This is an optimization exercise on Yosys and OpenROAD, whose aim is small area, not a production implementation. The RTL was checked by simulation tests, not by an equivalence proof against the original design. Power is estimated from default activity; no workload was simulated.

==> design.v <==
module control_led(
  input   pclk,
  input   rst,
  input   button,
  output reg  [7:0] led
);
reg [31:0] press_count, release_count, press_catch, release_catch;
reg start_case; 
reg [1:0] click;
reg [11:0] div;
always @(posedge pclk) begin
  if (rst) div <= 12'd0;
  else     div <= div - 1'b1;
end
wire clk25 = div[11];
reg last_clk_in;
wire count_en;
always @(posedge pclk) begin  
  if (rst) last_clk_in <= 1'b0;
  else last_clk_in <= clk25;
end
assign count_en = ~last_clk_in & clk25;
always @(posedge pclk) begin  
  if (rst) begin
    press_count <= 32'h0000_0000;
    release_count <= 32'h0000_0000;
  end else if (button == 1'b0) begin
    press_count <= press_count + 1'b1;
    release_count <= 32'h0000_0000;
  end else begin
    press_count <= 32'h0000_0000;
    release_count <= release_count + 1'b1;
  end
end
always @(posedge pclk) begin  
  if (rst) begin
    click <= 2'b00;
  end else if(button == 1'b0 && release_catch != 32'h0000_0000) begin
    if(release_catch < 32'd3000) begin
      click <= click + 1'b1;
    end else begin
      click <= 2'b01;
    end
  end else begin
    click <= click;
  end
end
always @(posedge pclk) begin  
	if (rst) begin
		start_case <= 1'b0;
	end else if (button == 1'b1 && press_count != 32'h0000_0000) begin
		start_case <= 1'b1;
	end else if (click == 2'b01) begin
		if (press_catch >= 32'd12000 && press_catch < 32'd30000) begin
			if (start_case == 1'b1) begin
				start_case <= 1'b0;
			end else begin
				start_case <= start_case;
			end
		end else if (press_catch >= 32'd30000) begin
			if (start_case == 1'b1) begin
				start_case <= 1'b0;
			end else begin
				start_case <= start_case;
			end
		end else begin
			start_case <= start_case;
		end
	end else if (click == 2'b10) begin
		if (start_case == 1'b1) begin
			start_case <= 1'b0;
		end else begin
			start_case <= start_case;
		end
	end else begin
		if (start_case == 1'b1) begin
			start_case <= 1'b0;
		end else begin
			start_case <= start_case;
		end
	end
end
always @(posedge pclk) begin  
  if (rst) begin
    press_catch <= 32'h0000_0000;
  end else if (button == 1'b1 && press_count != 32'h0000_0000) begin
    press_catch <= press_count;
  end else begin
    press_catch <= press_catch;
  end
end
always @(posedge pclk) begin  
  if (rst) begin
    release_catch <= 32'h0000_0000;
  end else if (button == 1'b0) begin
    release_catch <= release_count;
  end else begin
    release_catch <= release_catch;
  end
end
always @(posedge pclk) begin  
  if (rst) begin
    led <= 8'h00;
  end else if (click == 2'b01) begin
    if (press_catch < 32'd12000) begin
      led <= 8'hff;
    end else if (press_catch >= 32'd12000 && press_catch < 32'd30000) begin
      if (start_case == 1'b1) begin
        led <= 8'h01;
      end else begin
        if (led == 8'h00) begin
          led <= 8'h01;
        end else begin
          if (count_en == 1'b1) begin
            led <= {led[6:0], 1'b0};
          end else begin
            led <= led;
          end
        end
      end
    end else if (press_catch >= 32'd30000) begin
      if (start_case == 1'b1) begin
        led <= 8'h80;
      end else begin
        if (led == 8'h00) begin
          led <= 8'h80;
        end else begin
          if (count_en == 1'b1) begin
            led <= {1'b0, led[7:1]};
          end else begin
            led <= led;
          end
        end
      end
    end else begin
      led <= led;
    end
  end else if(click == 2'b10) begin
    if (start_case == 1'b1) begin
      led <= 8'h81;
    end else begin
      if (led == 8'h00) begin
        led <= 8'h81;
      end else begin
        if (count_en == 1'b1) begin
          led <= {1'b0, led[7:5], led[2:0], 1'b0};
        end else begin
          led <= led;
        end
      end
    end
  end else begin
    if (start_case == 1'b1) begin
      led <= 8'h18;
    end else begin
      if (led <= 8'h00) begin
        led <= 8'h18;
      end else begin
        if (count_en == 1'b1) begin
          led <= {led[6:4], 1'b0, 1'b0, led[3:1]};
        end else begin
          led <= led;
        end
      end
    end
  end
end
endmodule
==> run.sh <==
#!/bin/bash
# synth_recipe.tcl (not shown) runs the flow's synth.tcl, then flattens the netlist and writes it again
# the make line also repeats each setting of config.mk as NAME=value (left out here)
make -C /OpenROAD-flow-scripts/flow DESIGN_CONFIG=/design/flow/config.mk WORK_HOME=/design/flow/orfs CLKGATE_MAP_FILE= SYNTH_SCRIPT=/design/flow/synth_recipe.tcl finish
==> config.mk <==
export PLATFORM = sky130hd
export DESIGN_NAME = control_led
export DESIGN_NICKNAME = control_led
export VERILOG_FILES = /design/flow/design.v
export SDC_FILE = /design/flow/constraint.sdc
export NUM_CORES = 4
export LEC_CHECK = 0
export CAP_MARGIN = 20
export CORE_MARGIN = 2
export CORE_UTILIZATION = 40
export SLEW_MARGIN = 20
==> constraint.sdc <==
create_clock -name core_clock -period 10.0 [get_ports {pclk}]
set_input_delay 2.0000 -clock core_clock [delete_from_list [all_inputs] [get_ports {pclk}]]
set_output_delay 2.0000 -clock core_clock [all_outputs]
set_load 0.01 [all_outputs]
==> results of run 1 <==
## cells in the mapped netlist, types with 2 or more instances
master,number,area share (%)
nor3_1,15,1.1
a21oi_1,21,1.6
o31ai_1,2,0.23
nand4_1,14,1.3
buf_1,6,0.34
inv_1,14,0.80
or3_1,7,0.66
a211oi_1,5,0.57
mux2i_1,66,10
nor2_1,162,9.2
ha_1,6,1.1
or4_1,3,0.34
and2_1,4,0.38
and4_1,7,0.93
xor2_1,32,4.2
nor2b_1,8,0.76
a22o_1,4,0.53
and3_1,11,1.0
nand3b_1,2,0.23
o21a_1,5,0.57
a31oi_1,3,0.28
buf_2,5,0.38
o21ai_0,17,1.3
dfxtp_1,152,46
nand2_1,35,2.0
a21o_1,3,0.34
a32o_1,4,0.61
xnor2_1,29,3.8
clkbuf_1,20,1.1
nor4_1,22,2.1
nand2b_1,6,0.57
nor4b_1,2,0.27
nand3_1,34,2.6
## flip-flops by register name, indices dropped and copies added, names as in the netlist
register       flops
press_catch       32
press_count       32
last_clk_in        1
click              2
led                8
start_case         1
div               12
release_catch     32
release_count     32
## layout make-up
class                   instances  area, um2
multi-input cells             546       3390
repair buffers                 13        113
clock buffers                  17        425
fillers                      1546       8480
clock inverters                15        228
flip-flops and latches        152       3040
inverters                      14       52.6
well taps                     216        270
## through the flow
stage               utilization (%)  power, W  worst slack, ns  instances
finish                         47.0   0.00153             6.54        973
global route                   47.0   0.00159             6.48        973
CTS                            47.0   0.00154             6.37        973
detailed placement             42.9  0.000844             5.92        941
global placement               42.9  0.000836             6.02        941
floorplan                         -  0.000791             6.79        744
## kinds of logic after synthesis
kind of cell,Yosys count,synth area share [%]
adder cells (fa/ha/maj),6,1.14
buffers and inverters,46,2.73
multiplexers,66,10.0
XOR/XNOR,61,8.09
AND/OR/NAND/NOR,340,24.8
AO/OA/AOI/OAI,73,7.15
flip-flops,152,46.1
## path summary, 6_finish.rpt
| path | slack [ns] | endpoint | startpoint |
|---|---|---|---|
| setup reg to reg | 7.46 | led[5]$_SDFFE_PP0P_ | press_catch[23]$_SDFFE_PP0P_ |
| hold reg to reg | 0.46 | div[0]$_SDFF_PP0_ | div[0]$_SDFF_PP0_ |
| hold / removal | 0.46 | div[0]$_SDFF_PP0_ | div[0]$_SDFF_PP0_ |
| setup / recovery | 6.54 | led[3] | led[3]$_SDFFE_PP0P_ |
## power by group
group	internal (W)	switching [W]	total, W
sequential	0.000629	0.0000279	0.000657
combinational	0.0000790	0.0000955	0.000174
clock	0.000443	0.000253	0.000696
## per-layer routing
metal	routed length [um]	vias up
met4	211	0
li1	-	2586
met5	0	-
met2	6330	60
met3	364	13
met1	6640	2391
==> flow_metrics.tcl, run 1 <==
set metrics [dict create \
    status "complete, no violations" \
    wl_um 13500 \
    rows 46 \
    cap_violations 0 \
    core_area_um2 16000 \
    worstPathArrival_ns 1.46 \
    drive_gt1_share_pct 5.81 \
    vias 5050 \
    slew-limit-headroom_pct 43.0 \
    critPathLaunchType "flip-flop" \
    die_w_um 132 \
    place_hpwl_um 9370 \
    fin_crit_sh_pct 34.6 \
    final_common_cell "nor2_1" \
    cts_resized 0 \
    ys.flop_type "dfxtp_1" \
    finalSetupViolCount 0 \
    end_kind "output port" \
    min_path_type "reg2reg" \
    cp.required_ns 8.00 \
    cp_top_family "buffers and inverters" \
    io_buffers 10 \
    cts_made_buffers 17 \
    fmax_mhz 289 \
    busiest_layer "met2" \
    path_cells "clkdlybuf4s50_1" \
    wl_per_cell_um 13.9 \
    die_area_um2 17500 \
    synth-edff-count 0 \
    grt_pass1_wl_um 23400 \
    ys_seq_area_share_pct 46.1 \
    tns_ns 0 \
    stdcell_area_um2 7520 \
    initial_core_util_pct 41.3 \
    place.gp.congestion 0.802 \
    hold_ws_ns 0.456 \
    cts_max_level 4 \
    grt_use_met1_pct 20.6 \
    antenna_found_initial 0 \
    placed_cell_area_um2 6870 \
    cpMaxStageDelayCell "clkdlybuf4s50_1" \
    netlist_area_um2 6600 \
    drc 0 \
    hold_viol_final 0 \
    viasPerCell 5.19 \
    dr.pass1.iters 4 \
    ctsHoldBuffers 0 \
    tightest_slew_ns 0.849 \
    clk_pin_slew_worst_paths_ns 0.06 \
    skew_ns 0.00746 \
    cp_max_fo 6 \
    num_antenna_cells 0 \
    p_leak_nw 2.87 \
    post_cts_buffers 0 \
    grt_overflow 0 \
    grt_pass1_vias 4982 \
    irDropWorstVdd_v 0.000111 \
    min_period_ns 3.46 \
    met3_usage_pct 4.21 \
    cp_num_buf_inv 1 \
    layout_common_cells "nor2_1, dfxtp_1, mux2i_1" \
    ys_async_sr_fraction_pct 0 \
    p_per_area_nw_per_um2 203 \
    cts_tree "built" \
    cts.sinks 152 \
    clock-root-buffer "clkbuf_16" \
    grt_usage_pct 16.3 \
    postSynthAreaPerCell_um2 8.87 \
    num_io_pins 11 \
    min_path_cells 1 \
    grtUsageMet2_pct 26.5 \
    synthToLayoutAreaGrowth_pct 14.0 \
    die_h_um 132 \
    crit_cells 1 \
    ys_warn_count 1 \
    cpPeakStageDelay_ns 0.58 \
    critPathKind "reg2out" \
    rsz0062_at_grt "no" \
    yosys_register_bits 152 \
    syn_nets 753 \
    report.final.slew_viol_count 0 \
    dr.first_iter.drc_count 265 \
    grt_max_degree 86 \
    ant_nets 0 \
    worstRegToRegCells 6 \
    clk_latency_ns 0.42 \
    synth_cell_types 51 \
    ctsLongestPathBuffers 2 \
    syn_inst 744 \
    final_nets 753 \
]
==> run 2: changes to the inputs <==
==> design.v (replaced) <==
module control_led(
  input   pclk,
  input   rst,
  input   button,
  output reg  [7:0] led
);
reg [11:0] div;
always @(posedge pclk) begin
  if (rst) div <= 12'hffe;
  else     div <= div + 1'b1;
end
wire count_en = &div;
reg        lvl;
reg [14:0] cnt;
wire cnt_sat = cnt[14] & cnt[13] & cnt[12] & cnt[10] & cnt[8] & cnt[5] & cnt[4];
always @(posedge pclk) begin
  if (rst) begin
    lvl <= 1'b1;
    cnt <= 15'd0;
  end else begin
    lvl <= button;
    if (button != lvl) cnt <= 15'd1;
    else if (!cnt_sat)  cnt <= cnt + 1'b1;
  end
end
wire led_zero = (led == 8'h00);
wire just_reset = led_zero & div[1];
wire first_rel  = button & ~lvl;           
wire press_med  = (cnt >= 15'd12000);
wire rel_long   = (cnt >= 15'd3000);
reg [1:0] pcls;
reg [1:0] rcls;
reg [1:0] click;
reg start_case;
always @(posedge pclk) begin
  if (rst) begin
    pcls <= 2'd0;
    rcls <= 2'd0;
    click <= 2'd0;
  end else begin
    if (first_rel) pcls <= cnt_sat ? 2'd2 : press_med ? 2'd1 : 2'd0;
    if (!button) begin
      rcls <= (~lvl | just_reset) ? 2'd0 : rel_long ? 2'd2 : 2'd1;
      if (rcls != 2'd0) click <= rcls[0] ? click + 1'b1 : 2'd1;
    end
  end
end
wire c1short = (click == 2'b01) && (pcls == 2'd0);
always @(posedge pclk) begin
  start_case <= first_rel | (c1short & start_case);
end
wire restart = start_case | led_zero;
always @(posedge pclk) begin
  if (rst) led <= 8'h00;
  else if (click == 2'b01) begin
    if (pcls == 2'd0)       led <= 8'hff;
    else if (pcls == 2'd1) begin
      if (restart)          led <= 8'h01;
      else if (count_en)    led <= {led[6:0], 1'b0};
    end else begin
      if (restart)          led <= 8'h80;
      else if (count_en)    led <= {1'b0, led[7:1]};
    end
  end else if (click == 2'b10) begin
    if (restart)            led <= 8'h81;
    else if (count_en)      led <= {1'b0, led[7:5], led[2:0], 1'b0};
  end else begin
    if (restart)            led <= 8'h18;
    else if (count_en)      led <= {led[6:4], 2'b00, led[3:1]};
  end
end
endmodule
==> run 2 against run 1 <==
Still clean on timing, DRC and antenna. First-iteration DRC count shrank 72%. Clock power shrank 85%. Global-route usage down 2.1 points. Largest power group is now sequential cells.
==> flow_metrics.tcl, run 2 <==
set metrics [dict create \
    rsz0062_at_grt "no" \
    synthToLayoutAreaGrowth_pct 9.12 \
    yosys.cell_count.top_type "dfxtp_1" \
    drc 0 \
    clk_latency_ns 0.29 \
    rows 27 \
    synth_top_family_by_area "simple AND/OR/NAND/NOR gates" \
    cts_resized 0 \
    critPathLaunchType "primary input" \
    hold_viol_final 0 \
    cts.sinks 43 \
    place.gp.congestion 0.818 \
    post_cts_buffers 0 \
    die_area_um2 6280 \
    cts_max_level 2 \
    synthTopCellsByCount "dfxtp_1, nor2_1, nand2_1" \
    io_buffers 10 \
    initial_core_util_pct 41.4 \
    cpPeakStageDelay_ns 0.53 \
    clk_pin_slew_worst_paths_ns 0.07 \
    cp_top_family "buffers and inverters" \
    synth_fa_ha_area_share_pct 3.32 \
    cts_tree "built" \
    finalCoreUtilization_pct 45.1 \
    synthMuxAreaShare_pct 1.33 \
    cp.required_ns 10.22 \
    reg_top3 "cnt (15), div (12), led (8)" \
    p_per_area_nw_per_um2 215 \
    syn_nets 269 \
    synth_cell_types 45 \
    cap_violations 0 \
    critPathKind "in2reg" \
    grt_pass1_vias 1523 \
    ctsLongestPathBuffers 2 \
    grt_max_degree 30 \
    grt_usage_pct 14.3 \
    synth-xor-area-share_pct 8.13 \
    p_leak_nw 0.869 \
    ys_warn_count 1 \
    skew_ns 0.00438 \
    wl_per_cell_um 11.9 \
    drive_gt1_share_pct 8.92 \
    path_cells "clkdlybuf4s50_1, ha_1, nand2b_1, o21bai_1, a31oi_1" \
    ys.flop_type "dfxtp_1" \
    antenna_found_initial 0 \
    place_hpwl_um 2860 \
    synth-edff-count 0 \
    min_period_ns 3.38 \
    core_area_um2 5470 \
    grt_overflow 0 \
    ys_async_sr_fraction_pct 0 \
    vias 1773 \
    die_h_um 79.2 \
    cpMaxStageDelayCell "clkdlybuf4s50_1" \
    dr.pass1.iters 4 \
    layout_common_cells "dfxtp_1, nor2_1, nand2_1" \
    regMostFlops "cnt" \
    largest_reg_flops 15 \
    netlist_area_um2 2260 \
    finalSetupViolCount 0 \
    clock-root-buffer "clkbuf_8" \
    cp_num_buf_inv 1 \
    dr.first_iter.drc_count 75 \
    die_w_um 79.2 \
    tightest_slew_ns 0.549 \
    slew-limit-headroom_pct 63.4 \
    num_antenna_cells 0 \
    cp_max_fo 14 \
    viasPerCell 5.20 \
    yosys_register_bits 43 \
    worstPathArrival_ns 3.60 \
    ant_nets 0 \
    fin_crit_sh_pct 33.8 \
    min_path_type "reg2reg" \
    synth_compound_area_share_pct 17.8 \
    yosysTopAreaCell "dfxtp_1" \
    postSynthAreaPerCell_um2 8.71 \
    status "complete, no violations" \
    hold_ws_ns 0.450 \
    grt_pass1_wl_um 7200 \
    synth.area.top_cells "dfxtp_1, nor2_1, xor2_1" \
    wl_um 4060 \
    tns_ns 0 \
    syn_inst 260 \
    fmax_mhz 296 \
    num_io_pins 11 \
    final_nets 277 \
    ys_seq_area_share_pct 38.0 \
    yosysTopAreaCellShare_pct 38.0 \
    final_common_cell "dfxtp_1" \
    report.final.slew_viol_count 0 \
    cts_made_buffers 5 \
    end_kind "flip-flop" \
    ctsHoldBuffers 0 \
    yosys.area_share.simple_pct 26.9 \
    irDropWorstVdd_v 0.0000803 \
]
==> run 2: changes by cell type in the layout (fill, tap and decap cells not counted), sizes merged, moves of 9 or more <==
cell	before	now
clkbuf	17	7
nor4	24	3
dfxtp	152	43
nand3	34	9
nand4	14	5
nor2	162	35
mux2i	66	3
xor2	32	14
o21ai	18	9
nand2b	6	19
nor3	15	5
nand2	35	22
xnor2	29	7
==> run 2: cell type report <==
type | count | area, um2
multi-input combinational | 199 | 1300
clock inverter | 1 | 5.00
tap | 72 | 90.1
timing repair buffer | 11 | 108
inverter | 8 | 30.0
clock buffer | 7 | 76.3
sequential | 43 | 861
fill | 566 | 3000
==> run 2: through the flow <==
stage	worst slack, ns	instance area [um2]	instances	total power (W)
floorplan	7.11	2260	260	0.000382
global placement	6.35	2390	333	0.000431
detailed placement	6.31	2390	333	0.000432
CTS	6.62	2470	341	0.000537
global route	6.45	2470	341	0.000571
finish	6.62	2470	341	0.000531
==> run 2: worst reg2reg max path: cells and delay by family (launching register included) <==
family	cells	cell delay (ns)
and+or+nand+nor	4	0.90
AOI/OAI and AO/OA	1	0.24
DFF	1	0.39
adders and majority gates	1	0.42
==> run 2: layer usage <==
metal	vias up	routed length, um	GRT usage, %
met5	-	0	0
met4	0	39	5.34
met3	4	154	3.52
met2	38	1830	21.6
met1	813	2040	19.6
li1	918	-	-
==> run 2: report_power, final <==
group          internal (W)  switching, W  total [W]
Combinational     0.0000943      0.000104   0.000198
Sequential         0.000196     0.0000329   0.000229
Clock             0.0000490     0.0000551   0.000104
Total              0.000339      0.000192   0.000531
==> run 2: worst paths after layout <==
path         depth (start not counted)             startpoint                  end  slack (ns)
max                                  5                 button  cnt[5]$_SDFFE_PP0P_        6.62
min                                  1      div[0]$_SDFF_PP0_    div[0]$_SDFF_PP0_        0.45
max reg2reg                          6  click[0]$_SDFFE_PP0P_  led[7]$_SDFFE_PP0P_        7.94
min reg2reg                          1      div[0]$_SDFF_PP0_    div[0]$_SDFF_PP0_        0.45
==> run 2: cells by family (layout without fill, tap and decap cells) <==
| kind of cell | count (synthesis) | after routing |
|---|---|---|
| compound gates | 54 | 54 |
| xor+xnor | 21 | 21 |
| fa+ha+maj | 6 | 6 |
| buf+inv | 18 | 27 |
| flops | 43 | 43 |
| mux | 3 | 3 |
| simple gates | 115 | 115 |

afterwards: timing with drivers on the ports:
No port has a modelled driver above. Below, the same layouts with a new extraction and two added sets of constraints. Step 1 assumes that a clkbuf_16 drives the clock port and a buf_2 every other input. Step 2 moves the port delays by t, midway between the first and last clock arrival at a register: inputs arrive t later, outputs are due t later. That takes back most of the time a late clock gives input paths. Three values: ideal ports, drivers, drivers and shift; two values: the first two.
run	t (ns)	setup slack, ns	worst hold slack (ns)	worst setup path at the end	worst register clock-pin slew, ns
run 1	0.462	6.542 / 6.497 / 6.168	0.456 / 0.456 / 0.456	input to register	0.06 / 0.06
run 2	0.312	6.617 / 6.624 / 6.311	0.450 / 0.450 / 0.450	input to register	0.08 / 0.08
After both steps setup and hold are still met in every run listed. The setup slack of run 1, which loses most, moves by -0.045 ns with the drivers and by -0.374 ns with both steps.
